Background: an optimization exercise with open tools, aiming at small area, a short achievable clock period and few clock cycles. Do not read the settings as production practice. No run shown here included a check of the RTL's function; only the layout flow was run. Power and IR drop assume default switching activity.

### flow/run.sh
#!/bin/bash
# synth_recipe.tcl (not shown) runs the flow's synth.tcl, then flattens the netlist and writes it again
# the make line also repeats each setting of config.mk as NAME=value (left out here)
make -C /OpenROAD-flow-scripts/flow DESIGN_CONFIG=/design/flow/config.mk WORK_HOME=/design/flow/orfs CLKGATE_MAP_FILE= SYNTH_SCRIPT=/design/flow/synth_recipe.tcl finish
### flow/config.mk
export PLATFORM = sky130hd
export DESIGN_NAME = Processor_Top
export DESIGN_NICKNAME = Processor_Top
export VERILOG_FILES = /design/flow/design.v
export SDC_FILE = /design/flow/constraint.sdc
export NUM_CORES = 4
export LEC_CHECK = 0
export CAP_MARGIN = 20
export CORE_MARGIN = 2
export CORE_UTILIZATION = 40
export SLEW_MARGIN = 20
### flow/design.v
module Program_Counter
( 
    clk, 
    rst_n, 
    in_address, 
    out_address
);
input clk, rst_n;
input [31:0] in_address;
output reg [31:0] out_address;
always @ (posedge clk or negedge rst_n)
begin
  if(!rst_n)
  out_address <= 32'd0;
  else
  out_address <= in_address;
end
endmodule
module Sign_Extension
( 
    bits16_in, 
    bits32_out 
);
input [15:0] bits16_in;
output wire [31:0] bits32_out;
assign bits32_out = {{16{bits16_in[15]}} , bits16_in[15:0]};
endmodule
module Shifter
(
    indata, 
    shift_amt, 
    shift_left,
    outdata
);
input [31:0] indata;
input [1:0] shift_amt;
input shift_left;
output wire [31:0] outdata;
assign outdata = shift_left ? indata<<shift_amt : indata>>shift_amt;
endmodule
module Adder
( 
    in1, 
    in2, 
    out
);
input [31:0] in1;
input [31:0] in2;
output wire [31:0] out;
assign out = in1 + in2;
endmodule
module Alu_Control
(
	opcode,
	func_field,
	alu_control
);
input [5:0] opcode;
input [5:0] func_field;
output reg [2:0] alu_control;
reg [2:0] func_code;
always @ (*)
begin
	case (func_field)
	6'h20: func_code = 3'h0;
	6'h22: func_code = 3'h1;
	6'h24: func_code = 3'h2;
	6'h25: func_code = 3'h3;
	6'h27: func_code = 3'h4;
	6'h2A: func_code = 3'h5;
	default: func_code = 3'h0;
	endcase
	case (opcode)
	6'h00: alu_control = func_code;
	6'h04: alu_control = 3'h1;
	6'h23: alu_control = 3'h0;
	6'h2B: alu_control = 3'h0;
	default: alu_control = 3'h0;
	endcase
end
endmodule
module Alu_Core
(
	A,
	B,
	sub,
	op_and,
	op_or,
	op_nor,
	op_slt,
	result
);
input [31:0] A;
input [31:0] B;
input sub;
input op_and;
input op_or;
input op_nor;
input op_slt;
output reg [31:0] result;
wire [32:0] sum = {1'b0, A} + {1'b0, B ^ {32{sub}}} + {32'd0, sub};
wire ltu = ~sum[32];
always @ (*)
begin
	if (op_and)      result = A & B;
	else if (op_or)  result = A | B;
	else if (op_nor) result = ~(A | B);
	else if (op_slt) result = {31'd0, ltu};
	else             result = sum[31:0];
end
endmodule
module Alu_Top
(
    A,
    B,
    sub,
    op_and,
    op_or,
    op_nor,
    op_slt,
    result
);
input  [31:0] A;
input  [31:0] B;
input  sub;
input  op_and;
input  op_or;
input  op_nor;
input  op_slt;
output [31:0] result;
Alu_Core alu_core_inst
(
    .A (A),
    .B (B),
    .sub (sub),
    .op_and (op_and),
    .op_or (op_or),
    .op_nor (op_nor),
    .op_slt (op_slt),
    .result (result)
);
endmodule
module Register_File
(
    clk,
    read_addr1,
    read_addr2,
    write_en,
    write_addr,
    write_data,
    read_data1,
    read_data2
);
input clk;
input [4:0] read_addr1;
input [4:0] read_addr2;
input write_en;
input [4:0] write_addr;
input [31:0] write_data;
output wire [31:0] read_data1;
output wire [31:0] read_data2;
reg [31:0] reg_mem [0:31];
assign read_data1 = reg_mem[read_addr1];
assign read_data2 = reg_mem[read_addr2];
always @ (posedge clk)
begin
  if (write_en)
    reg_mem[write_addr] <= write_data;
end
endmodule
module Control_Logic
(
    instrn,
	instrn_opcode,
	address_plus_4,
	branch_address,
	ctrl_in_address,
	alu_result,
	zero_out,
	ctrl_write_en,
	ctrl_write_addr,
	read_data2,
	sign_ext_out,
	ctrl_aluin2,
	ctrl_datamem_write_en,
	datamem_read_data,
	ctrl_regwrite_data
);
input [31:0] instrn;	 
input [5:0] instrn_opcode;
input [31:0] address_plus_4;
input [31:0] branch_address;
input [31:0] datamem_read_data;
input [31:0] alu_result;
input zero_out;
input [31:0] read_data2;
input [31:0] sign_ext_out;
output wire [31:0] ctrl_in_address;
output wire ctrl_write_en;
output wire [4:0] ctrl_write_addr;
output wire [31:0] ctrl_aluin2;
output wire ctrl_datamem_write_en;
output wire [31:0] ctrl_regwrite_data;
assign ctrl_in_address = (instrn_opcode==6'h04 && zero_out) ? branch_address : address_plus_4;
assign ctrl_write_en = (instrn_opcode==6'h00) || (instrn_opcode==6'h23);
assign ctrl_write_addr = (instrn_opcode==6'h00) ? instrn[15:11] : instrn[20:16];
assign ctrl_regwrite_data = (instrn_opcode==6'h23) ? datamem_read_data : alu_result;
assign ctrl_aluin2 = (instrn_opcode==6'h23 || instrn_opcode==6'h2B) ? sign_ext_out : read_data2;
assign ctrl_datamem_write_en = (instrn_opcode==6'h2B); 
endmodule
module Processor_Top
(
    clk, rst_n,
    imem_addr, imem_rdata,
    dmem_addr, dmem_wdata, dmem_we, dmem_rdata
);
input clk;
input rst_n;
output [31:0] imem_addr;
input [31:0] imem_rdata;
output [31:0] dmem_addr;
output [31:0] dmem_wdata;
output dmem_we;
input [31:0] dmem_rdata;
reg  [9:0] pc;           
reg        id_valid;
reg [31:0] id_ir;
reg  [9:0] id_pc1;       
wire [5:0] id_op = id_ir[31:26];
wire [4:0] id_rs = id_ir[25:21];
wire [4:0] id_rt = id_ir[20:16];
wire [4:0] id_rdf = id_ir[15:11];
wire [5:0] id_fn = id_ir[5:0];
wire id_is_r  = (id_op == 6'h00);
wire id_is_lw = (id_op == 6'h23);
wire id_is_sw = (id_op == 6'h2B);
wire id_is_beq = (id_op == 6'h04);
wire id_same = (id_rs == id_rt);
wire id_uncond = id_is_beq & id_same;
wire id_cond = id_is_beq & ~id_same;
wire id_writes = id_is_r | id_is_lw;
wire [4:0] id_dest = id_is_r ? id_rdf : id_rt;
wire id_use_rs = id_is_r | id_is_lw | id_is_sw | id_cond;
wire id_use_rt = id_is_r | id_is_sw | id_cond;
wire id_f_sub = id_is_r & ((id_fn == 6'h22) | (id_fn == 6'h2A));
wire id_f_and = id_is_r & (id_fn == 6'h24);
wire id_f_or  = id_is_r & (id_fn == 6'h25);
wire id_f_nor = id_is_r & (id_fn == 6'h27);
wire id_f_slt = id_is_r & (id_fn == 6'h2A);
wire [9:0] id_target = id_pc1 + id_ir[9:0];
reg        ex_valid;
reg [31:0] ex_a, ex_b;
reg [15:0] ex_imm;
reg  [4:0] ex_dest;
reg        ex_writes, ex_lw, ex_sw, ex_cond, ex_useimm;
reg        ex_sub, ex_and, ex_or, ex_nor, ex_slt;
reg        ex_fa_mem, ex_fa_wb, ex_fb_mem, ex_fb_wb;
reg  [9:0] ex_target;
reg [31:0] mem_res;
reg [31:0] mem_sd;
reg        mem_sw, mem_lw, mem_writes;
reg  [4:0] mem_dest;
reg [31:0] wb_data;
reg        wb_we;
reg  [4:0] wb_dest;
wire [31:0] rf_a, rf_b;
Register_File regfile
(
    .clk (clk),
    .read_addr1 (id_rs),
    .read_addr2 (id_rt),
    .write_en (wb_we),
    .write_addr (wb_dest),
    .write_data (wb_data),
    .read_data1 (rf_a),
    .read_data2 (rf_b)
);
wire [31:0] id_a = (wb_we && wb_dest == id_rs) ? wb_data : rf_a;
wire [31:0] id_b = (wb_we && wb_dest == id_rt) ? wb_data : rf_b;
wire ex_live_w = ex_valid & ex_writes;
wire id_stall = id_valid & ex_valid & ex_lw &
                ((id_use_rs & (ex_dest == id_rs)) | (id_use_rt & (ex_dest == id_rt)));
wire [31:0] x_a = ex_fa_mem ? mem_res : ex_fa_wb ? wb_data : ex_a;
wire [31:0] x_b = ex_fb_mem ? mem_res : ex_fb_wb ? wb_data : ex_b;
wire [31:0] x_op2 = ex_useimm ? {{16{ex_imm[15]}}, ex_imm} : x_b;
wire [31:0] x_res;
Alu_Top alu
(
    .A (x_a),
    .B (x_op2),
    .sub (ex_sub),
    .op_and (ex_and),
    .op_or (ex_or),
    .op_nor (ex_nor),
    .op_slt (ex_slt),
    .result (x_res)
);
wire ex_taken = ex_valid & ex_cond & (x_a == x_b);
wire id_taken = id_valid & id_uncond & ~ex_taken;
always @ (posedge clk or negedge rst_n)
begin
  if (!rst_n) begin
    pc <= 10'd0;
    id_valid <= 1'b0;
    ex_valid <= 1'b0;
    mem_sw <= 1'b0;
    mem_writes <= 1'b0;
    wb_we <= 1'b0;
  end else begin
    if (ex_taken) begin
      pc <= ex_target;
      id_valid <= 1'b0;
    end else if (id_taken) begin
      pc <= id_target;
      id_valid <= 1'b0;
    end else if (!id_stall) begin
      pc <= pc + 10'd1;
      id_valid <= 1'b1;
    end
    ex_valid <= id_valid & ~id_stall & ~ex_taken & ~id_uncond;
    mem_sw <= ex_valid & ex_sw;
    mem_writes <= ex_valid & ex_writes;
    wb_we <= mem_writes;
  end
end
always @ (posedge clk)
begin
  if (!id_stall) begin
    id_ir <= imem_rdata;
    id_pc1 <= pc + 10'd1;
  end
  ex_a <= id_a;
  ex_b <= id_b;
  ex_imm <= id_ir[15:0];
  ex_dest <= id_dest;
  ex_writes <= id_writes;
  ex_lw <= id_is_lw;
  ex_sw <= id_is_sw;
  ex_cond <= id_cond;
  ex_useimm <= id_is_lw | id_is_sw;
  ex_sub <= id_f_sub | id_cond;
  ex_and <= id_f_and;
  ex_or <= id_f_or;
  ex_nor <= id_f_nor;
  ex_slt <= id_f_slt;
  ex_fa_mem <= ex_live_w & (ex_dest == id_rs);
  ex_fa_wb <= mem_writes & (mem_dest == id_rs);
  ex_fb_mem <= ex_live_w & (ex_dest == id_rt);
  ex_fb_wb <= mem_writes & (mem_dest == id_rt);
  ex_target <= id_target;
  mem_res <= x_res;
  mem_sd <= x_b;
  mem_lw <= ex_lw;
  mem_dest <= ex_dest;
  wb_data <= mem_lw ? dmem_rdata : mem_res;
  wb_dest <= mem_dest;
end
assign imem_addr = {20'd0, pc, 2'b00};
assign dmem_addr = mem_res;
assign dmem_wdata = mem_sd;
assign dmem_we = mem_sw;
endmodule
### flow/constraint.sdc
create_clock -name core_clock -period 11.0 [get_ports {clk}]
set_input_delay 2.2000 -clock core_clock [delete_from_list [all_inputs] [get_ports {clk}]]
set_output_delay 2.2000 -clock core_clock [all_outputs]
set_load 0.01 [all_outputs]
==> summary.txt, run 1 <==
# TYPE chip_impl_metric gauge
chip_impl_metric{name="drv.max_cap_violation_count",unit=""} 0
chip_impl_metric{name="cts_num_sinks",unit=""} 1243
chip_impl_metric{name="cell_area_after_technology_mapping",unit="sq mm"} 0.0595
chip_impl_metric{name="num_io_pins",unit=""} 163
chip_impl_metric{name="grt_first_pass_wirelength",unit="um"} 297000
chip_impl_metric{name="final_net_count",unit=""} 3959
chip_impl_metric{name="relSlewSlack",unit="%"} 12.0
chip_impl_metric{name="post_cts_repair_resize_count",unit=""} 0
chip_impl_info{name="min-delay-path-class",value="flop to flop"} 1
chip_impl_metric{name="drt_iter0_drc",unit=""} 5635
chip_impl_metric{name="worst-endpoint-arrival",unit="ns"} 7.85
chip_impl_metric{name="power_density_relative_to_cell_area",unit="mW/mm^2"} 191
chip_impl_metric{name="hold_bufs_at_cts",unit=""} 0
chip_impl_info{name="setup_repair_after_global_routing_missed_its_margin",value="false"} 1
chip_impl_metric{name="grt_start_max_net_pins",unit=""} 123
chip_impl_info{name="cts_root_buf",value="clkbuf_16"} 1
chip_impl_metric{name="synthCells",unit=""} 3658
chip_impl_metric{name="detailed_route_wire_length_per_cell",unit="um"} 36.6
chip_impl_metric{name="post_cts_buffers",unit=""} 0
chip_impl_metric{name="tns",unit="ns"} 0
chip_impl_metric{name="grt_remaining_overflow",unit=""} 0
chip_impl_metric{name="die-area",unit="sq mm"} 0.152
chip_impl_metric{name="detailedPlacementHpwl",unit="um"} 139000
chip_impl_info{name="critPathKind",value="flop to flop"} 1
chip_impl_metric{name="place_congestion",unit=""} 1.01
chip_impl_metric{name="cts_buffers",unit=""} 133
chip_impl_metric{name="remaining_drc_errors",unit=""} 0
chip_impl_metric{name="post_route_cells_drive_above_1_share",unit="%"} 24.0
chip_impl_metric{name="firstDrtPassIters",unit=""} 6
chip_impl_metric{name="post_synth_num_cell_types",unit=""} 88
chip_impl_metric{name="fin_crit_sh",unit="%"} 65.4
chip_impl_metric{name="critPathRequiredTime",unit="ns"} 11.65
chip_impl_metric{name="ys_seq_area_share",unit="%"} 59.8
chip_impl_metric{name="antenna_found_initial",unit=""} 12
chip_impl_metric{name="cts-root-to-sink-buffers",unit=""} 3
chip_impl_metric{name="final_core_utilization",unit="%"} 45.7
chip_impl_metric{name="clock_latency",unit="ns"} 0.79
chip_impl_metric{name="cts-htree-levels",unit=""} 4
chip_impl_metric{name="clock_tree_skew_after_final_layout",unit="ns"} 0.0324
chip_impl_metric{name="worst_slew_pin_slew",unit="ns"} 1.32
chip_impl_metric{name="initial_core_util",unit="%"} 40.3
chip_impl_metric{name="ys_ff_latch",unit=""} 1243
chip_impl_metric{name="synth-async-reset-ratio",unit="%"} 1.21
chip_impl_metric{name="die_height",unit="um"} 390
chip_impl_metric{name="area.growth.synth_to_final",unit="%"} 13.5
chip_impl_metric{name="clkTransAtPathRegs",unit="ns"} 0.06
chip_impl_metric{name="via_count",unit=""} 38700
chip_impl_info{name="ys.flop_type",value="edfxtp_1"} 1
chip_impl_metric{name="ant_nets",unit=""} 0
chip_impl_metric{name="grt_pass1_vias",unit=""} 37600
chip_impl_metric{name="period_minus_slack",unit="ns"} 7.20
chip_impl_info{name="critical_path.endpoint_type",value="flop"} 1
chip_impl_metric{name="std_cell_rows",unit=""} 141
chip_impl_metric{name="synth_edf_count",unit=""} 1066
chip_impl_metric{name="achievable-frequency",unit="GHz"} 0.139
chip_impl_info{name="start_kind",value="flop"} 1
chip_impl_metric{name="yosys_warnings",unit=""} 3
chip_impl_metric{name="drv_slew",unit=""} 0
chip_impl_info{name="clock_tree_from_tritoncts",value="yes"} 1
chip_impl_metric{name="timing.reg2reg.setup_slack",unit="ns"} 3.80
chip_impl_metric{name="routed_via_density",unit=""} 6.58
chip_impl_metric{name="portBuffers",unit=""} 140
chip_impl_metric{name="die_w",unit="um"} 390
chip_impl_metric{name="mean_instance_size_in_the_synthesized_netlist",unit="sq um"} 16.3
chip_impl_info{name="outcome",value="finished clean"} 1
chip_impl_metric{name="routed_wl",unit="um"} 215000
chip_impl_metric{name="design.core.area",unit="sq mm"} 0.148
chip_impl_metric{name="grt_util_all_layers",unit="%"} 28.1
chip_impl_metric{name="final-setup-viol-count",unit=""} 0
chip_impl_metric{name="power.ir.vdd_worst",unit="V"} 0.000164
chip_impl_metric{name="final-hold-violation-count",unit=""} 0
chip_impl_metric{name="power.static_leakage",unit="nW"} 22.5
chip_impl_metric{name="worst-path-max-fanout",unit=""} 47
==> sequential cells by signal, summed over array words and instances (netlist names), 5 cells and up, named ones only <==
name	cells
regfile.reg_mem	1024
id_ir	32
mem_res	32
mem_sd	32
wb_data	32
ex_imm	16
ex_target	10
id_pc1	10
pc	10
ex_dest	5
mem_dest	5
wb_dest	5
==> area by class of cell <==
class,instances,area (sq um)
Fill cell,12900,80300
Sequential cell,1243,35700
Multi-Input combinational cell,2125,22600
Clock buffer,176,3610
Timing Repair Buffer,280,2500
Tap cell,1930,2410
Clock inverter,67,561
Inverter,59,221
Antenna cell,2,5.00
==> through the flow <==
step / instances / total power, mW / hold slack (ns) / setup WS [ns] / area, sq um
after floorplan: 3679 / 7.42 / 0.323 / 5.57 / 59600
after global placement: 5636 / 8.52 / 0.330 / 4.03 / 63300
after detailed placement: 5637 / 8.53 / 0.335 / 3.94 / 63400
after CTS: 5880 / 12.9 / 0.348 / 3.91 / 67500
after global routing: 5880 / 13.3 / 0.354 / 3.49 / 67500
final: 5882 / 12.9 / 0.349 / 3.80 / 67500
==> power by group <==
group          switching, mW  internal [mW]  leakage, nW
sequential             0.513           5.87         11.2
combinational           1.30          0.815         9.26
clock                   1.91           2.48         2.04
total                   3.72           9.17         22.5
==> worst max-delay path, stage by stage (launching register included) <==
cell	delay, ns
dfxtp_4	0.83
buf_4	0.47
buf_4	0.59
nand2b_1	0.37
a21oi_1	0.07
nand3_1	0.12
and4_1	0.40
a21oi_1	0.21
mux2_2	0.34
xnor2_1	0.35
fa_1	0.31
nand3_1	0.12
a21oi_1	0.22
o211ai_1	0.17
a311oi_1	0.60
a21oi_1	0.34
o41a_1	0.52
o21a_1	0.25
o21ai_0	0.33
xnor2_1	0.16
o221ai_1	0.12
==> synth_stat cells (27+ instances only) <==
cell / number / area, sq um
nand3_1: 62 / 310
nor3_1: 36 / 180
mux2i_1: 200 / 2000
nor2_1: 152 / 571
xnor2_1: 94 / 823
edfxtp_1: 1066 / 32000
buf_6: 29 / 327
ha_1: 49 / 613
buf_4: 45 / 338
xor2_1: 46 / 403
a21oi_1: 124 / 621
nor2b_1: 32 / 200
mux4_2: 476 / 10700
buf_2: 60 / 300
a22oi_1: 90 / 676
and3_1: 27 / 169
nand2_1: 159 / 597
inv_1: 57 / 214
mux2_2: 54 / 608
clkbuf_1: 97 / 364
dfxtp_1: 162 / 3240
o22ai_1: 57 / 357
o21ai_0: 74 / 370
==> path summary, 6_finish.rpt <==
check | start | endpoint | depth (start not counted)
worst max register to register | flop | mem_res[30]$_DFF_P_ | 20
worst min register to register | id_ir[10]$_DFFE_PN_ | ex_imm[10]$_DFF_P_ | 0
worst min-delay path | id_ir[10]$_DFFE_PN_ | ex_imm[10]$_DFF_P_ | 0
worst max-delay path | flop | mem_res[30]$_DFF_P_ | 20
min in group asynchronous | rst_n | pc[5]$_DFFE_PN0P_ | 1
max in group asynchronous | rst_n | pc[0]$_DFFE_PN0P_ | 1
==> layer usage <==
layer	GRT usage, %	share of wire (%)	up-vias
met4	12.6	5.1	11
met3	8.20	12	564
met2	42.2	45	2501
met5	0	0.036	-
li1	-	-	15300
met1	37.7	39	20300
==> cells in the final DEF (no fill, tap or decap), types with 57 or more instances in the layout <==
master | synthesis | final
dfxtp_1 | 162 | 142
mux4_2 | 476 | 476
mux2i_1 | 200 | 200
nand3_1 | 62 | 62
clkbuf_16 | 0 | 136
o22ai_1 | 57 | 57
o21ai_0 | 74 | 73
a22oi_1 | 90 | 90
nor2_1 | 152 | 120
edfxtp_1 | 1066 | 1066
nand2_1 | 159 | 159
a21oi_1 | 124 | 124
xnor2_1 | 94 | 94
clkdlybuf4s50_1 | 0 | 140
buf_4 | 45 | 136
==> cells by family after synthesis <==
kind of cell,Yosys count,synth area share [%]
fa+ha+maj,51,1.10
flops,1243,59.8
buf+inv,311,2.83
simple gates,589,4.80
other cells,1,0.00630
xor+xnor,140,2.06
compound gates,589,6.87
mux,734,22.5
==> inputs of run 2 (changes only) <==
--- a/flow/design.v
+++ b/flow/design.v
@@ -157,11 +157,21 @@
 input write_en;
 input [4:0] write_addr;
 input [31:0] write_data;
-output wire [31:0] read_data1;
-output wire [31:0] read_data2;
+output reg [31:0] read_data1;
+output reg [31:0] read_data2;
 reg [31:0] reg_mem [0:31];
-assign read_data1 = reg_mem[read_addr1];
-assign read_data2 = reg_mem[read_addr2];
+wire [31:0] sel1 = 32'd1 << read_addr1;
+wire [31:0] sel2 = 32'd1 << read_addr2;
+integer i;
+always @ (*)
+begin
+  read_data1 = 32'd0;
+  read_data2 = 32'd0;
+  for (i = 0; i < 32; i = i + 1) begin
+    read_data1 = read_data1 | (reg_mem[i] & {32{sel1[i]}});
+    read_data2 = read_data2 | (reg_mem[i] & {32{sel2[i]}});
+  end
+end
 always @ (posedge clk)
 begin
   if (write_en)
@@ -254,34 +264,32 @@
 reg  [4:0] ex_dest;
 reg        ex_writes, ex_lw, ex_sw, ex_cond, ex_useimm;
 reg        ex_sub, ex_and, ex_or, ex_nor, ex_slt;
-reg        ex_fa_mem, ex_fa_wb, ex_fb_mem, ex_fb_wb;
+reg        ex_fa_mem, ex_fb_mem;
 reg  [9:0] ex_target;
 reg [31:0] mem_res;
 reg [31:0] mem_sd;
 reg        mem_sw, mem_lw, mem_writes;
 reg  [4:0] mem_dest;
-reg [31:0] wb_data;
-reg        wb_we;
-reg  [4:0] wb_dest;
+wire [31:0] wb_data = mem_lw ? dmem_rdata : mem_res;
 wire [31:0] rf_a, rf_b;
 Register_File regfile
 (
     .clk (clk),
     .read_addr1 (id_rs),
     .read_addr2 (id_rt),
-    .write_en (wb_we),
-    .write_addr (wb_dest),
+    .write_en (mem_writes),
+    .write_addr (mem_dest),
     .write_data (wb_data),
     .read_data1 (rf_a),
     .read_data2 (rf_b)
 );
-wire [31:0] id_a = (wb_we && wb_dest == id_rs) ? wb_data : rf_a;
-wire [31:0] id_b = (wb_we && wb_dest == id_rt) ? wb_data : rf_b;
+wire [31:0] id_a = (mem_writes && mem_dest == id_rs) ? wb_data : rf_a;
+wire [31:0] id_b = (mem_writes && mem_dest == id_rt) ? wb_data : rf_b;
 wire ex_live_w = ex_valid & ex_writes;
 wire id_stall = id_valid & ex_valid & ex_lw &
                 ((id_use_rs & (ex_dest == id_rs)) | (id_use_rt & (ex_dest == id_rt)));
-wire [31:0] x_a = ex_fa_mem ? mem_res : ex_fa_wb ? wb_data : ex_a;
-wire [31:0] x_b = ex_fb_mem ? mem_res : ex_fb_wb ? wb_data : ex_b;
+wire [31:0] x_a = ex_fa_mem ? mem_res : ex_a;
+wire [31:0] x_b = ex_fb_mem ? mem_res : ex_b;
 wire [31:0] x_op2 = ex_useimm ? {{16{ex_imm[15]}}, ex_imm} : x_b;
 wire [31:0] x_res;
 Alu_Top alu
@@ -305,7 +313,6 @@
     ex_valid <= 1'b0;
     mem_sw <= 1'b0;
     mem_writes <= 1'b0;
-    wb_we <= 1'b0;
   end else begin
     if (ex_taken) begin
       pc <= ex_target;
@@ -320,7 +327,6 @@
     ex_valid <= id_valid & ~id_stall & ~ex_taken & ~id_uncond;
     mem_sw <= ex_valid & ex_sw;
     mem_writes <= ex_valid & ex_writes;
-    wb_we <= mem_writes;
   end
 end
 always @ (posedge clk)
@@ -344,16 +350,12 @@
   ex_nor <= id_f_nor;
   ex_slt <= id_f_slt;
   ex_fa_mem <= ex_live_w & (ex_dest == id_rs);
-  ex_fa_wb <= mem_writes & (mem_dest == id_rs);
   ex_fb_mem <= ex_live_w & (ex_dest == id_rt);
-  ex_fb_wb <= mem_writes & (mem_dest == id_rt);
   ex_target <= id_target;
   mem_res <= x_res;
   mem_sd <= x_b;
   mem_lw <= ex_lw;
   mem_dest <= ex_dest;
-  wb_data <= mem_lw ? dmem_rdata : mem_res;
-  wb_dest <= mem_dest;
 end
 assign imem_addr = {20'd0, pc, 2'b00};
 assign dmem_addr = mem_res;
==> flow/flow/run.sh (new file) <==
#!/bin/bash
# Standard layout, with repair_timing aiming for extra setup margin so that
# the layout is optimised for a shorter achieved period than the fixed clock.
set -euo pipefail
bash standard.sh SETUP_SLACK_MARGIN=7.5 finish > standard_make.log 2>&1
==> flow/standard.sh (new file) <==
#!/bin/bash
# synth_recipe.tcl (not shown) runs the flow's synth.tcl, then flattens the netlist and writes it again
# the make line also repeats each setting of config.mk as NAME=value (left out here)
make -C /OpenROAD-flow-scripts/flow DESIGN_CONFIG=/design/flow/config.mk WORK_HOME=/design/flow/orfs CLKGATE_MAP_FILE= SYNTH_SCRIPT=/design/flow/synth_recipe.tcl "${@:-finish}"
removed: flow/run.sh
==> run 2 against run 1 <==
Area after synthesis shrank 8.1%; routed wire length grew 23%; via count grew 19%; non-clock buffer count grew 126; setup slack gained 3.3 ns; largest cell class unchanged; cell count grew 3.2%; clock skew shrank 0.0066 ns; critical path type unchanged; largest power group unchanged; sequential power shrank 3.6%; core utilization grew 2.5 points; power grew 3.9%.
==> summary.txt, run 2 <==
# TYPE chip_impl_metric gauge
chip_impl_info{name="outcome",value="finished clean"} 1
chip_impl_metric{name="worst-path-stages",unit=""} 9
chip_impl_metric{name="timing.reg2reg.setup_slack",unit="ns"} 7.15
chip_impl_metric{name="cts_num_sinks",unit=""} 1257
chip_impl_metric{name="grt_remaining_overflow",unit=""} 0
chip_impl_info{name="layout.cells.most_common",value="edfxtp_1"} 1
chip_impl_metric{name="die-area",unit="sq mm"} 0.140
chip_impl_metric{name="period_minus_slack",unit="ns"} 3.85
chip_impl_metric{name="fraction_of_synthesized_cell_area_in_xor_and_xnor_cells",unit="%"} 2.18
chip_impl_info{name="ys.flop_type",value="edfxtp_1"} 1
chip_impl_metric{name="ant_nets",unit=""} 0
chip_impl_metric{name="std_cell_rows",unit=""} 135
chip_impl_info{name="synth_top_cells_by_area",value="edfxtp_1, a221oi_1, dfxtp_1"} 1
chip_impl_metric{name="remaining_drc_errors",unit=""} 0
chip_impl_metric{name="post_route_cells_drive_above_1_share",unit="%"} 21.3
chip_impl_metric{name="ys_seq_area_share",unit="%"} 65.6
chip_impl_metric{name="power.static_leakage",unit="nW"} 21.4
chip_impl_info{name="most_numerous_cell_in_the_yosys_netlist",value="edfxtp_1"} 1
chip_impl_metric{name="synth.top_cell.area_share",unit="%"} 58.5
chip_impl_metric{name="detailed_place.area",unit="sq mm"} 0.0588
chip_impl_metric{name="cts_buffers",unit=""} 131
chip_impl_metric{name="grt_first_pass_wirelength",unit="um"} 354000
chip_impl_info{name="clock_tree_from_tritoncts",value="yes"} 1
chip_impl_info{name="layout_common_cells",value="edfxtp_1, a221oi_1, a22o_1, buf_4, a22oi_1"} 1
chip_impl_metric{name="via_count",unit=""} 46000
chip_impl_metric{name="tns",unit="ns"} 0
chip_impl_metric{name="critPathRequiredTime",unit="ns"} 11.59
chip_impl_metric{name="cts-htree-levels",unit=""} 4
chip_impl_metric{name="hold_bufs_at_cts",unit=""} 0
chip_impl_metric{name="relSlewSlack",unit="%"} 17.1
chip_impl_metric{name="drt_iter0_drc",unit=""} 11200
chip_impl_info{name="min-delay-path-class",value="flop to flop"} 1
chip_impl_info{name="r2r-end",value="ex_b[16]$_DFF_P_"} 1
chip_impl_metric{name="die_height",unit="um"} 374
chip_impl_metric{name="initial_core_util",unit="%"} 40.3
chip_impl_metric{name="die_w",unit="um"} 374
chip_impl_metric{name="synthCells",unit=""} 3907
chip_impl_metric{name="drv_slew",unit=""} 0
chip_impl_metric{name="clkTransAtPathRegs",unit="ns"} 0.07
chip_impl_info{name="r2r_start",value="id_ir[18]$_DFFE_PN_"} 1
chip_impl_metric{name="detailedPlacementHpwl",unit="um"} 142000
chip_impl_metric{name="cts-root-to-sink-buffers",unit=""} 3
chip_impl_metric{name="num_io_pins",unit=""} 163
chip_impl_metric{name="routed_via_density",unit=""} 7.58
chip_impl_metric{name="fin_crit_sh",unit="%"} 35.0
chip_impl_metric{name="post_synth_num_cell_types",unit=""} 83
chip_impl_info{name="critical_path.slowest_cell",value="or3b_2"} 1
chip_impl_metric{name="cell_area_after_technology_mapping",unit="sq mm"} 0.0547
chip_impl_info{name="crit_path_cell_trace",value="or3b_2, nor2_4, buf_4, buf_6, a22o_1, a221oi_1, nand4_1, nor3_1, a21oi_1"} 1
chip_impl_metric{name="path_buf_inv",unit=""} 2
chip_impl_info{name="cts_root_buf",value="clkbuf_16"} 1
chip_impl_metric{name="final-setup-viol-count",unit=""} 0
chip_impl_metric{name="worst-endpoint-arrival",unit="ns"} 4.44
chip_impl_info{name="ys_top_cells_by_count",value="edfxtp_1, a221oi_1, a22o_1"} 1
chip_impl_info{name="crit_start",value="id_ir[18]$_DFFE_PN_"} 1
chip_impl_metric{name="yosys_warnings",unit=""} 3
chip_impl_metric{name="clock_latency",unit="ns"} 0.79
chip_impl_info{name="setup_repair_after_global_routing_missed_its_margin",value="true"} 1
chip_impl_metric{name="clock_tree_skew_after_final_layout",unit="ns"} 0.0258
chip_impl_metric{name="ys_ff_latch",unit=""} 1257
chip_impl_metric{name="synth-async-reset-ratio",unit="%"} 1.11
chip_impl_metric{name="layout.cell_area.non_filler",unit="sq mm"} 0.0653
chip_impl_info{name="synth_largest_area_cell",value="edfxtp_1"} 1
chip_impl_metric{name="design.core.area",unit="sq mm"} 0.136
chip_impl_metric{name="power_density_relative_to_cell_area",unit="mW/mm^2"} 205
chip_impl_metric{name="drv.max_cap_violation_count",unit=""} 0
chip_impl_info{name="worstSetupEndpoint",value="ex_b[16]$_DFF_P_"} 1
chip_impl_metric{name="r2r_cells",unit=""} 9
chip_impl_metric{name="achievable-frequency",unit="GHz"} 0.260
chip_impl_metric{name="yosys.area_share.simple",unit="%"} 5.81
chip_impl_metric{name="power.ir.vdd_worst",unit="V"} 0.000108
chip_impl_info{name="critPathKind",value="flop to flop"} 1
chip_impl_metric{name="grt_pass1_vias",unit=""} 42600
chip_impl_metric{name="synthMuxAreaShare",unit="%"} 2.72
chip_impl_metric{name="worst_path_largest_cell_delay",unit="ns"} 0.69
chip_impl_metric{name="firstDrtPassIters",unit=""} 10
chip_impl_info{name="largest_family_of_logic_cells_by_synthesized_area",value="compound AO/OA/AOI/OAI gates"} 1
chip_impl_metric{name="grt_start_max_net_pins",unit=""} 59
chip_impl_metric{name="worst_slew_pin_slew",unit="ns"} 1.24
chip_impl_metric{name="place_congestion",unit=""} 0.945
chip_impl_metric{name="antenna_found_initial",unit=""} 11
chip_impl_metric{name="worst-path-max-fanout",unit=""} 19
chip_impl_metric{name="detailed_route_wire_length_per_cell",unit="um"} 43.5
chip_impl_info{name="critical_path.endpoint_type",value="flop"} 1
chip_impl_info{name="crit_family",value="simple AND/OR/NAND/NOR gates"} 1
chip_impl_metric{name="final-hold-violation-count",unit=""} 0
chip_impl_metric{name="largest_reg_flops",unit=""} 1024
chip_impl_metric{name="mean_instance_size_in_the_synthesized_netlist",unit="sq um"} 14.0
chip_impl_metric{name="grt_util_all_layers",unit="%"} 36.5
chip_impl_metric{name="yosys.area_share.adder",unit="%"} 1.01
chip_impl_info{name="start_kind",value="flop"} 1
chip_impl_metric{name="portBuffers",unit=""} 140
chip_impl_metric{name="post-layout-total-power",unit="mW"} 13.4
chip_impl_metric{name="synth_edf_count",unit=""} 1066
chip_impl_metric{name="area.growth.synth_to_final",unit="%"} 19.4
chip_impl_metric{name="final_net_count",unit=""} 4290
chip_impl_info{name="registers.top_by_ff_count",value="regfile.reg_mem"} 1
chip_impl_metric{name="routed_wl",unit="um"} 264000
chip_impl_metric{name="synth-compound-area-share",unit="%"} 19.8
## run 2: repair_timing
action | 4_1_cts | 5_1_grt
setup endpoints to repair | 230 | 218
resized for setup | 502 | 140
buffers inserted | 92 | 45
gates cloned | 5 | 4
pin swaps | 44 | 66
## run 2: final cells by class
type | instances | area, sq um
antenna | 5 | 12.5
clock buffer | 172 | 3620
clock inverter | 65 | 731
fill | 11600 | 70300
inverter | 80 | 323
multi-input combinational | 2299 | 18800
sequential | 1257 | 36000
tap | 1781 | 2230
timing repair buffer | 406 | 3480
timing repair inverter | 6 | 42.5
## run 2: kinds of logic (layout without fill, tap and decap cells)
kind of cell	after synthesis	after routing
compound gates	1340	1340
flops	1257	1257
simple gates	624	624
buf+inv	372	729
xor+xnor	136	136
mux	134	134
fa+ha+maj	43	43
other cells	1	27
## run 2: power by group
part | switching, mW | internal (mW)
Clock | 1.95 | 2.64
Sequential | 0.172 | 5.98
Combinational | 1.76 | 0.893
Total | 3.88 | 9.51
## run 2: worst reg2reg max path, cell delays in order (launching register included)
cell and delay (ns):
edfxtp_1 0.61, or3b_2 0.69, nor2_4 0.11, buf_4 0.49, buf_6 0.47, a22o_1 0.27
a221oi_1 0.06, nand4_1 0.19, nor3_1 0.07, a21oi_1 0.69
## run 2: per-stage QoR
stage                     hold WS (ns)  std cells  util (%)  setup slack (ns)
after floorplan                  0.323       3928         -              7.52
after global placement           0.328       5683      43.4              6.67
after detailed placement         0.327       5683      43.4              6.62
after CTS                        0.340       6017      47.4              7.40
after global routing             0.349       6066      48.1              7.33
final                            0.340       6071      48.1              7.15
## run 2: per-layer routing
metal  vias to the layer above  track usage [%]  part of all wire [%]
met3                      1557             18.4                    18
met2                      5417             51.7                    41
li1                      16800                -                     -
met1                     22200             43.7                    33
met4                        20             23.3                   8.6
met5                         -            0.480                  0.14
## run 2: worst min-delay path by stage
| stage | start | to | slack [ns] | cells after the start |
|---|---|---|---|---|
| floorplan | id_ir[10]$_DFFE_PN_ | ex_imm[10]$_DFF_P_ | 0.32 | 0 |
| global placement | id_ir[10]$_DFFE_PN_ | ex_imm[10]$_DFF_P_ | 0.33 | 0 |
| detailed placement | id_ir[10]$_DFFE_PN_ | ex_imm[10]$_DFF_P_ | 0.33 | 0 |
| CTS | id_ir[10]$_DFFE_PN_ | ex_imm[10]$_DFF_P_ | 0.34 | 0 |
| global route | id_ir[10]$_DFFE_PN_ | ex_imm[10]$_DFF_P_ | 0.35 | 0 |
| finish | id_ir[10]$_DFFE_PN_ | ex_imm[10]$_DFF_P_ | 0.34 | 0 |
==> inputs of run 3 (changes only) <==
--- a/flow/design.v
+++ b/flow/design.v
@@ -233,63 +233,59 @@
 output dmem_we;
 input [31:0] dmem_rdata;
 reg  [9:0] pc;           
-reg        id_valid;
-reg [31:0] id_ir;
-reg  [9:0] id_pc1;       
-wire [5:0] id_op = id_ir[31:26];
-wire [4:0] id_rs = id_ir[25:21];
-wire [4:0] id_rt = id_ir[20:16];
-wire [4:0] id_rdf = id_ir[15:11];
-wire [5:0] id_fn = id_ir[5:0];
-wire id_is_r  = (id_op == 6'h00);
-wire id_is_lw = (id_op == 6'h23);
-wire id_is_sw = (id_op == 6'h2B);
-wire id_is_beq = (id_op == 6'h04);
-wire id_same = (id_rs == id_rt);
-wire id_uncond = id_is_beq & id_same;
-wire id_cond = id_is_beq & ~id_same;
-wire id_writes = id_is_r | id_is_lw;
-wire [4:0] id_dest = id_is_r ? id_rdf : id_rt;
-wire id_use_rs = id_is_r | id_is_lw | id_is_sw | id_cond;
-wire id_use_rt = id_is_r | id_is_sw | id_cond;
-wire id_f_sub = id_is_r & ((id_fn == 6'h22) | (id_fn == 6'h2A));
-wire id_f_and = id_is_r & (id_fn == 6'h24);
-wire id_f_or  = id_is_r & (id_fn == 6'h25);
-wire id_f_nor = id_is_r & (id_fn == 6'h27);
-wire id_f_slt = id_is_r & (id_fn == 6'h2A);
-wire [9:0] id_target = id_pc1 + id_ir[9:0];
 reg        ex_valid;
 reg [31:0] ex_a, ex_b;
 reg [15:0] ex_imm;
 reg  [4:0] ex_dest;
 reg        ex_writes, ex_lw, ex_sw, ex_cond, ex_useimm;
 reg        ex_sub, ex_and, ex_or, ex_nor, ex_slt;
-reg        ex_fa_mem, ex_fb_mem;
+reg        ex_fa, ex_fb;
 reg  [9:0] ex_target;
 reg [31:0] mem_res;
 reg [31:0] mem_sd;
 reg        mem_sw, mem_lw, mem_writes;
 reg  [4:0] mem_dest;
+wire [31:0] ins = imem_rdata;
+wire [5:0] f_op = ins[31:26];
+wire [4:0] f_rs = ins[25:21];
+wire [4:0] f_rt = ins[20:16];
+wire [4:0] f_rdf = ins[15:11];
+wire [5:0] f_fn = ins[5:0];
+wire f_is_r  = (f_op == 6'h00);
+wire f_is_lw = (f_op == 6'h23);
+wire f_is_sw = (f_op == 6'h2B);
+wire f_is_beq = (f_op == 6'h04);
+wire f_same = (f_rs == f_rt);
+wire f_uncond = f_is_beq & f_same;
+wire f_cond = f_is_beq & ~f_same;
+wire f_writes = f_is_r | f_is_lw;
+wire [4:0] f_dest = f_is_r ? f_rdf : f_rt;
+wire f_use_rs = f_is_r | f_is_lw | f_is_sw | f_cond;
+wire f_use_rt = f_is_r | f_is_sw | f_cond;
+wire f_sub = f_is_r & ((f_fn == 6'h22) | (f_fn == 6'h2A));
+wire f_and = f_is_r & (f_fn == 6'h24);
+wire f_or  = f_is_r & (f_fn == 6'h25);
+wire f_nor = f_is_r & (f_fn == 6'h27);
+wire f_slt = f_is_r & (f_fn == 6'h2A);
+wire [9:0] pc1 = pc + 10'd1;
+wire [9:0] f_target = pc1 + ins[9:0];
 wire [31:0] wb_data = mem_lw ? dmem_rdata : mem_res;
 wire [31:0] rf_a, rf_b;
 Register_File regfile
 (
     .clk (clk),
-    .read_addr1 (id_rs),
-    .read_addr2 (id_rt),
+    .read_addr1 (f_rs),
+    .read_addr2 (f_rt),
     .write_en (mem_writes),
     .write_addr (mem_dest),
     .write_data (wb_data),
     .read_data1 (rf_a),
     .read_data2 (rf_b)
 );
-wire [31:0] id_a = (mem_writes && mem_dest == id_rs) ? wb_data : rf_a;
-wire [31:0] id_b = (mem_writes && mem_dest == id_rt) ? wb_data : rf_b;
-wire ex_live_w = ex_valid & ex_writes;
-wire id_stall = id_valid & ex_valid & ex_lw &
-                ((id_use_rs & (ex_dest == id_rs)) | (id_use_rt & (ex_dest == id_rt)));
-wire [31:0] x_a = ex_fa_mem ? mem_res : ex_a;
-wire [31:0] x_b = ex_fb_mem ? mem_res : ex_b;
+wire [31:0] f_a = (mem_writes && mem_dest == f_rs) ? wb_data : rf_a;
+wire [31:0] f_b = (mem_writes && mem_dest == f_rt) ? wb_data : rf_b;
+wire [31:0] x_a = ex_fa ? mem_res : ex_a;
+wire [31:0] x_b = ex_fb ? mem_res : ex_b;
 wire [31:0] x_op2 = ex_useimm ? {{16{ex_imm[15]}}, ex_imm} : x_b;
 wire [31:0] x_res;
 Alu_Top alu
@@ -304,54 +300,49 @@
     .result (x_res)
 );
 wire ex_taken = ex_valid & ex_cond & (x_a == x_b);
-wire id_taken = id_valid & id_uncond & ~ex_taken;
+wire ex_live_w = ex_valid & ex_writes;
+wire f_stall = ex_valid & ex_lw &
+               ((f_use_rs & (ex_dest == f_rs)) | (f_use_rt & (ex_dest == f_rt)));
 always @ (posedge clk or negedge rst_n)
 begin
   if (!rst_n) begin
     pc <= 10'd0;
-    id_valid <= 1'b0;
     ex_valid <= 1'b0;
     mem_sw <= 1'b0;
     mem_writes <= 1'b0;
   end else begin
-    if (ex_taken) begin
+    if (ex_taken)
       pc <= ex_target;
-      id_valid <= 1'b0;
-    end else if (id_taken) begin
-      pc <= id_target;
-      id_valid <= 1'b0;
-    end else if (!id_stall) begin
-      pc <= pc + 10'd1;
-      id_valid <= 1'b1;
-    end
-    ex_valid <= id_valid & ~id_stall & ~ex_taken & ~id_uncond;
+    else if (f_stall)
+      pc <= pc;
+    else if (f_uncond)
+      pc <= f_target;
+    else
+      pc <= pc1;
+    ex_valid <= ~ex_taken & ~f_stall & ~f_uncond;
     mem_sw <= ex_valid & ex_sw;
-    mem_writes <= ex_valid & ex_writes;
+    mem_writes <= ex_live_w;
   end
 end
 always @ (posedge clk)
 begin
-  if (!id_stall) begin
-    id_ir <= imem_rdata;
-    id_pc1 <= pc + 10'd1;
-  end
-  ex_a <= id_a;
-  ex_b <= id_b;
-  ex_imm <= id_ir[15:0];
-  ex_dest <= id_dest;
-  ex_writes <= id_writes;
-  ex_lw <= id_is_lw;
-  ex_sw <= id_is_sw;
-  ex_cond <= id_cond;
-  ex_useimm <= id_is_lw | id_is_sw;
-  ex_sub <= id_f_sub | id_cond;
-  ex_and <= id_f_and;
-  ex_or <= id_f_or;
-  ex_nor <= id_f_nor;
-  ex_slt <= id_f_slt;
-  ex_fa_mem <= ex_live_w & (ex_dest == id_rs);
-  ex_fb_mem <= ex_live_w & (ex_dest == id_rt);
-  ex_target <= id_target;
+  ex_a <= f_a;
+  ex_b <= f_b;
+  ex_imm <= ins[15:0];
+  ex_dest <= f_dest;
+  ex_writes <= f_writes;
+  ex_lw <= f_is_lw;
+  ex_sw <= f_is_sw;
+  ex_cond <= f_cond;
+  ex_useimm <= f_is_lw | f_is_sw;
+  ex_sub <= f_sub;
+  ex_and <= f_and;
+  ex_or <= f_or;
+  ex_nor <= f_nor;
+  ex_slt <= f_slt;
+  ex_fa <= ex_live_w & (ex_dest == f_rs);
+  ex_fb <= ex_live_w & (ex_dest == f_rt);
+  ex_target <= f_target;
   mem_res <= x_res;
   mem_sd <= x_b;
   mem_lw <= ex_lw;
==> run 3 against run 2 <==
Area after synthesis decreased by 2.9%; setup slack worse by 0.16 ns; clock power decreased by 6.5%; via count up 2.1%.
==> summary.txt, run 3 <==
# TYPE chip_impl_metric gauge
chip_impl_info{name="critical_path.slowest_cell",value="dfxtp_4"} 1
chip_impl_metric{name="stdcell_count",unit=""} 6141
chip_impl_metric{name="cts_num_sinks",unit=""} 1214
chip_impl_metric{name="hold_bufs_at_cts",unit=""} 0
chip_impl_metric{name="die-area",unit="sq mm"} 0.136
chip_impl_metric{name="die_height",unit="um"} 368
chip_impl_metric{name="layout.cell_area.non_filler",unit="sq mm"} 0.0691
chip_impl_metric{name="pwr-share-comb",unit="%"} 20.9
chip_impl_metric{name="period_minus_slack",unit="ns"} 4.01
chip_impl_info{name="layout_common_cells",value="edfxtp_1, a22o_1, buf_4, a221oi_2, a221oi_1"} 1
chip_impl_info{name="critPathKind",value="flop to flop"} 1
chip_impl_metric{name="power.ir.vdd_worst",unit="V"} 0.000154
chip_impl_metric{name="grt_pass1_vias",unit=""} 43000
chip_impl_metric{name="internal_power",unit="mW"} 9.11
chip_impl_info{name="ys_top_cells_by_count",value="edfxtp_1, a221oi_1, a22o_1"} 1
chip_impl_metric{name="area.growth.synth_to_final",unit="%"} 30.1
chip_impl_metric{name="cell_area_after_technology_mapping",unit="sq mm"} 0.0531
chip_impl_metric{name="final-hold-violation-count",unit=""} 0
chip_impl_metric{name="worst-path-max-fanout",unit=""} 6
chip_impl_metric{name="firstDrtPassIters",unit=""} 10
chip_impl_info{name="registers.top_by_ff_count",value="regfile.reg_mem"} 1
chip_impl_metric{name="largest_reg_flops",unit=""} 1024
chip_impl_metric{name="tns",unit="ns"} 0
chip_impl_metric{name="ys_ff_latch",unit=""} 1214
chip_impl_info{name="cts_root_buf",value="clkbuf_16"} 1
chip_impl_metric{name="worst_path_largest_cell_delay",unit="ns"} 0.42
chip_impl_metric{name="seq_power_share",unit="%"} 46.0
chip_impl_metric{name="std_cell_rows",unit=""} 133
chip_impl_metric{name="power.static_leakage",unit="nW"} 23.2
chip_impl_metric{name="num_io_pins",unit=""} 163
chip_impl_metric{name="clock_latency",unit="ns"} 0.79
chip_impl_metric{name="detailed_route_wire_length_per_cell",unit="um"} 45.3
chip_impl_metric{name="synthCells",unit=""} 3821
chip_impl_metric{name="achievable-frequency",unit="GHz"} 0.250
chip_impl_metric{name="final_critical_path_setup_slack",unit="ns"} 6.99
chip_impl_metric{name="synth-async-reset-ratio",unit="%"} 1.07
chip_impl_metric{name="cts_buffers",unit=""} 120
chip_impl_metric{name="grt_util_all_layers",unit="%"} 38.3
chip_impl_metric{name="clock_power_share",unit="%"} 33.1
chip_impl_metric{name="clock_tree_skew_after_final_layout",unit="ns"} 0.0387
chip_impl_metric{name="portBuffers",unit=""} 140
chip_impl_info{name="clock_tree_from_tritoncts",value="yes"} 1
chip_impl_metric{name="worst_slew_pin_slew",unit="ns"} 1.21
chip_impl_metric{name="place_congestion",unit=""} 0.952
chip_impl_metric{name="relSlewSlack",unit="%"} 19.0
chip_impl_metric{name="antenna_found_initial",unit=""} 13
chip_impl_metric{name="drv_slew",unit=""} 0
chip_impl_info{name="outcome",value="finished clean"} 1
chip_impl_metric{name="post_route_cells_drive_above_1_share",unit="%"} 33.3
chip_impl_metric{name="yosys_warnings",unit=""} 3
chip_impl_metric{name="remaining_drc_errors",unit=""} 0
chip_impl_metric{name="routed_via_density",unit=""} 7.65
chip_impl_metric{name="cts-root-to-sink-buffers",unit=""} 3
chip_impl_metric{name="place_inst",unit=""} 5573
chip_impl_metric{name="via_count",unit=""} 47000
chip_impl_info{name="synth_top_cells_by_area",value="edfxtp_1, a221oi_1, a22o_1"} 1
chip_impl_metric{name="grt_first_pass_wirelength",unit="um"} 359000
chip_impl_metric{name="swShare",unit="%"} 29.6
chip_impl_metric{name="die_w",unit="um"} 368
chip_impl_metric{name="drv.max_cap_violation_count",unit=""} 0
chip_impl_metric{name="power_density_relative_to_cell_area",unit="mW/mm^2"} 187
chip_impl_metric{name="cts-htree-levels",unit=""} 3
chip_impl_metric{name="post_synth_num_cell_types",unit=""} 71
chip_impl_metric{name="clkTransAtPathRegs",unit="ns"} 0.06
chip_impl_metric{name="ant_nets",unit=""} 0
chip_impl_info{name="layout.cells.most_common",value="edfxtp_1"} 1
chip_impl_info{name="crit_path_cell_trace",value="buf_6, mux2_4, mux2i_4, xnor2_1, ha_1, a21o_1, a211o_1, a32o_2, a21oi_4, o211ai_2, a311o_1, or3b_4, nand4_1, a222oi_1"} 1
chip_impl_info{name="synth_largest_area_cell",value="edfxtp_1"} 1
chip_impl_metric{name="path_buf_inv",unit=""} 1
chip_impl_metric{name="design.core.area",unit="sq mm"} 0.132
chip_impl_info{name="start_kind",value="flop"} 1
chip_impl_metric{name="critPathRequiredTime",unit="ns"} 11.66
chip_impl_metric{name="worst-endpoint-arrival",unit="ns"} 4.67
chip_impl_metric{name="detailedPlacementHpwl",unit="um"} 138000
chip_impl_metric{name="fin_crit_sh",unit="%"} 36.4
chip_impl_metric{name="detailed_place.area",unit="sq mm"} 0.0589
chip_impl_metric{name="synth.top_cell.area_share",unit="%"} 57.9
chip_impl_metric{name="place_worst_setup_slack",unit="ns"} 5.27
chip_impl_metric{name="grt_start_max_net_pins",unit=""} 58
chip_impl_metric{name="switching_power_of_the_nets",unit="mW"} 3.83
chip_impl_metric{name="final_net_count",unit=""} 4386
chip_impl_metric{name="final-setup-viol-count",unit=""} 0
chip_impl_info{name="crit_family",value="compound AO/OA/AOI/OAI gates"} 1
chip_impl_info{name="setup_repair_after_global_routing_missed_its_margin",value="true"} 1
chip_impl_info{name="ys.flop_type",value="edfxtp_1"} 1
chip_impl_metric{name="ys_seq_area_share",unit="%"} 65.2
chip_impl_metric{name="routed_wl",unit="um"} 278000
chip_impl_metric{name="drt_iter0_drc",unit=""} 10500
chip_impl_info{name="most_numerous_cell_in_the_yosys_netlist",value="edfxtp_1"} 1
chip_impl_metric{name="mean_instance_size_in_the_synthesized_netlist",unit="sq um"} 13.9
chip_impl_metric{name="grt_remaining_overflow",unit=""} 0
chip_impl_metric{name="initial_core_util",unit="%"} 40.3
chip_impl_metric{name="timing.reg2reg.setup_slack",unit="ns"} 6.99
chip_impl_metric{name="synth_edf_count",unit=""} 1024
chip_impl_info{name="min-delay-path-class",value="flop to flop"} 1
chip_impl_info{name="critical_path.endpoint_type",value="flop"} 1
run 3: final timing paths:
kind / depth (start not counted) / endpoint / startpoint
worst min-delay path: 0 / mem_lw$_DFF_P_ / ex_lw$_DFF_P_
worst min register to register: 0 / mem_lw$_DFF_P_ / ex_lw$_DFF_P_
max in group asynchronous: 1 / pc[2]$_DFFE_PN0P_ / rst_n
min in group asynchronous: 1 / pc[3]$_DFFE_PN0P_ / rst_n
worst max register to register: 14 / mem_res[0]$_DFF_P_ / ex_fb$_DFF_P_
worst max-delay path: 14 / mem_res[0]$_DFF_P_ / ex_fb$_DFF_P_
run 3: final cells by class:
| cell class | instances | area [sq um] |
|---|---|---|
| multi-input combinational | 2262 | 21100 |
| clock inverter | 61 | 638 |
| inverter | 68 | 330 |
| clock buffer | 166 | 3400 |
| sequential | 1214 | 34700 |
| timing repair buffer | 599 | 6650 |
| fill | 10600 | 62500 |
| tap | 1755 | 2200 |
| antenna | 4 | 10.0 |
| timing repair inverter | 12 | 87.6 |
run 3: timing repair:
| item | 4_1_cts | 5_1_grt |
|---|---|---|
| pin swaps | 99 | 137 |
| endpoints found under the setup margin | 441 | 443 |
| buffers inserted | 171 | 128 |
| gates resized for setup | 800 | 338 |
| cloned | 12 | 26 |
run 3: cell families (layout without fill, tap and decap cells):
kind of cell,Yosys count,in the layout,synth area share (%)
AO/OA/AOI/OAI,1345,1346,20.7
flip-flops,1214,1214,65.2
AND/OR/NAND/NOR,606,607,5.75
buffers and inverters,368,906,2.82
multiplexers,123,123,2.48
XOR/XNOR,121,121,2.00
adder cells (fa/ha/maj),43,43,1.04
other,1,26,0.00706
run 3: metrics by stage:
stage,hold slack [ns],util (%),total power [mW]
6_report,0.357,52.5,12.9
5_1_grt,0.361,52.5,13.2
4_1_cts,0.358,50.1,12.5
3_5_place_dp,0.351,44.7,8.12
3_3_place_gp,0.345,44.7,8.09
2_1_floorplan,0.331,-,7.16
run 3: power groups by stage:
stage                     sequential (mW)  combinational (mW)  clock [mW]
after floorplan                      5.95                1.21           0
after global placement               6.03                2.06           0
after detailed placement             6.03                2.09           0
after CTS                            5.93                2.35        4.26
after global routing                 5.96                2.82        4.44
final                                5.95                2.70        4.29
run 3: per-layer routing:
layer	GRT usage [%]	part of all wire (%)	wire (um)	up-vias
met2	53.6	39	109000	5593
met5	2.60	0.21	585	-
li1	-	-	-	17000
met4	26.5	9.9	27400	34
met3	19.3	19	51600	1923
met1	45.5	32	89600	22500

[separate check: timing with driven ports]
The results above use ideal ports. As a check the final layouts listed here were re-extracted and re-timed, cells and wires unchanged. Step 1 (the two cells are an assumption about what drives the block):
set clk [get_ports {clk}]
set_driving_cell -lib_cell sky130_fd_sc_hd__clkbuf_16 $clk
set_driving_cell -lib_cell sky130_fd_sc_hd__buf_2 [delete_from_list [all_inputs] $clk]
Step 2 moves the port delays by t, midway between the first and last clock arrival at a register: inputs arrive t later, outputs are due t later. That takes back most of the time a late clock gives input paths. Slacks: ideal / step 1 / step 2; pairs: ideal / step 1.
run | shift t [ns] | slack for setup (ns) | hold WS [ns] | worst setup path at the end | cell pins on the clock port's net
run 1 | 0.859 | 3.801 / 3.801 / 3.801 | 0.349 / 0.349 / 0.349 | register to register | 1
run 2 | 0.857 | 7.150 / 7.150 / 6.531 | 0.340 / 0.340 / 0.340 | input to register | 1
run 3 | 0.848 | 6.994 / 6.994 / 6.448 | 0.357 / 0.357 / 0.357 | input to register | 1
After both steps every run listed still meets setup and hold. For run 2, which loses most, drivers alone change the setup slack by 0.000 ns; drivers and shift together by -0.619 ns.
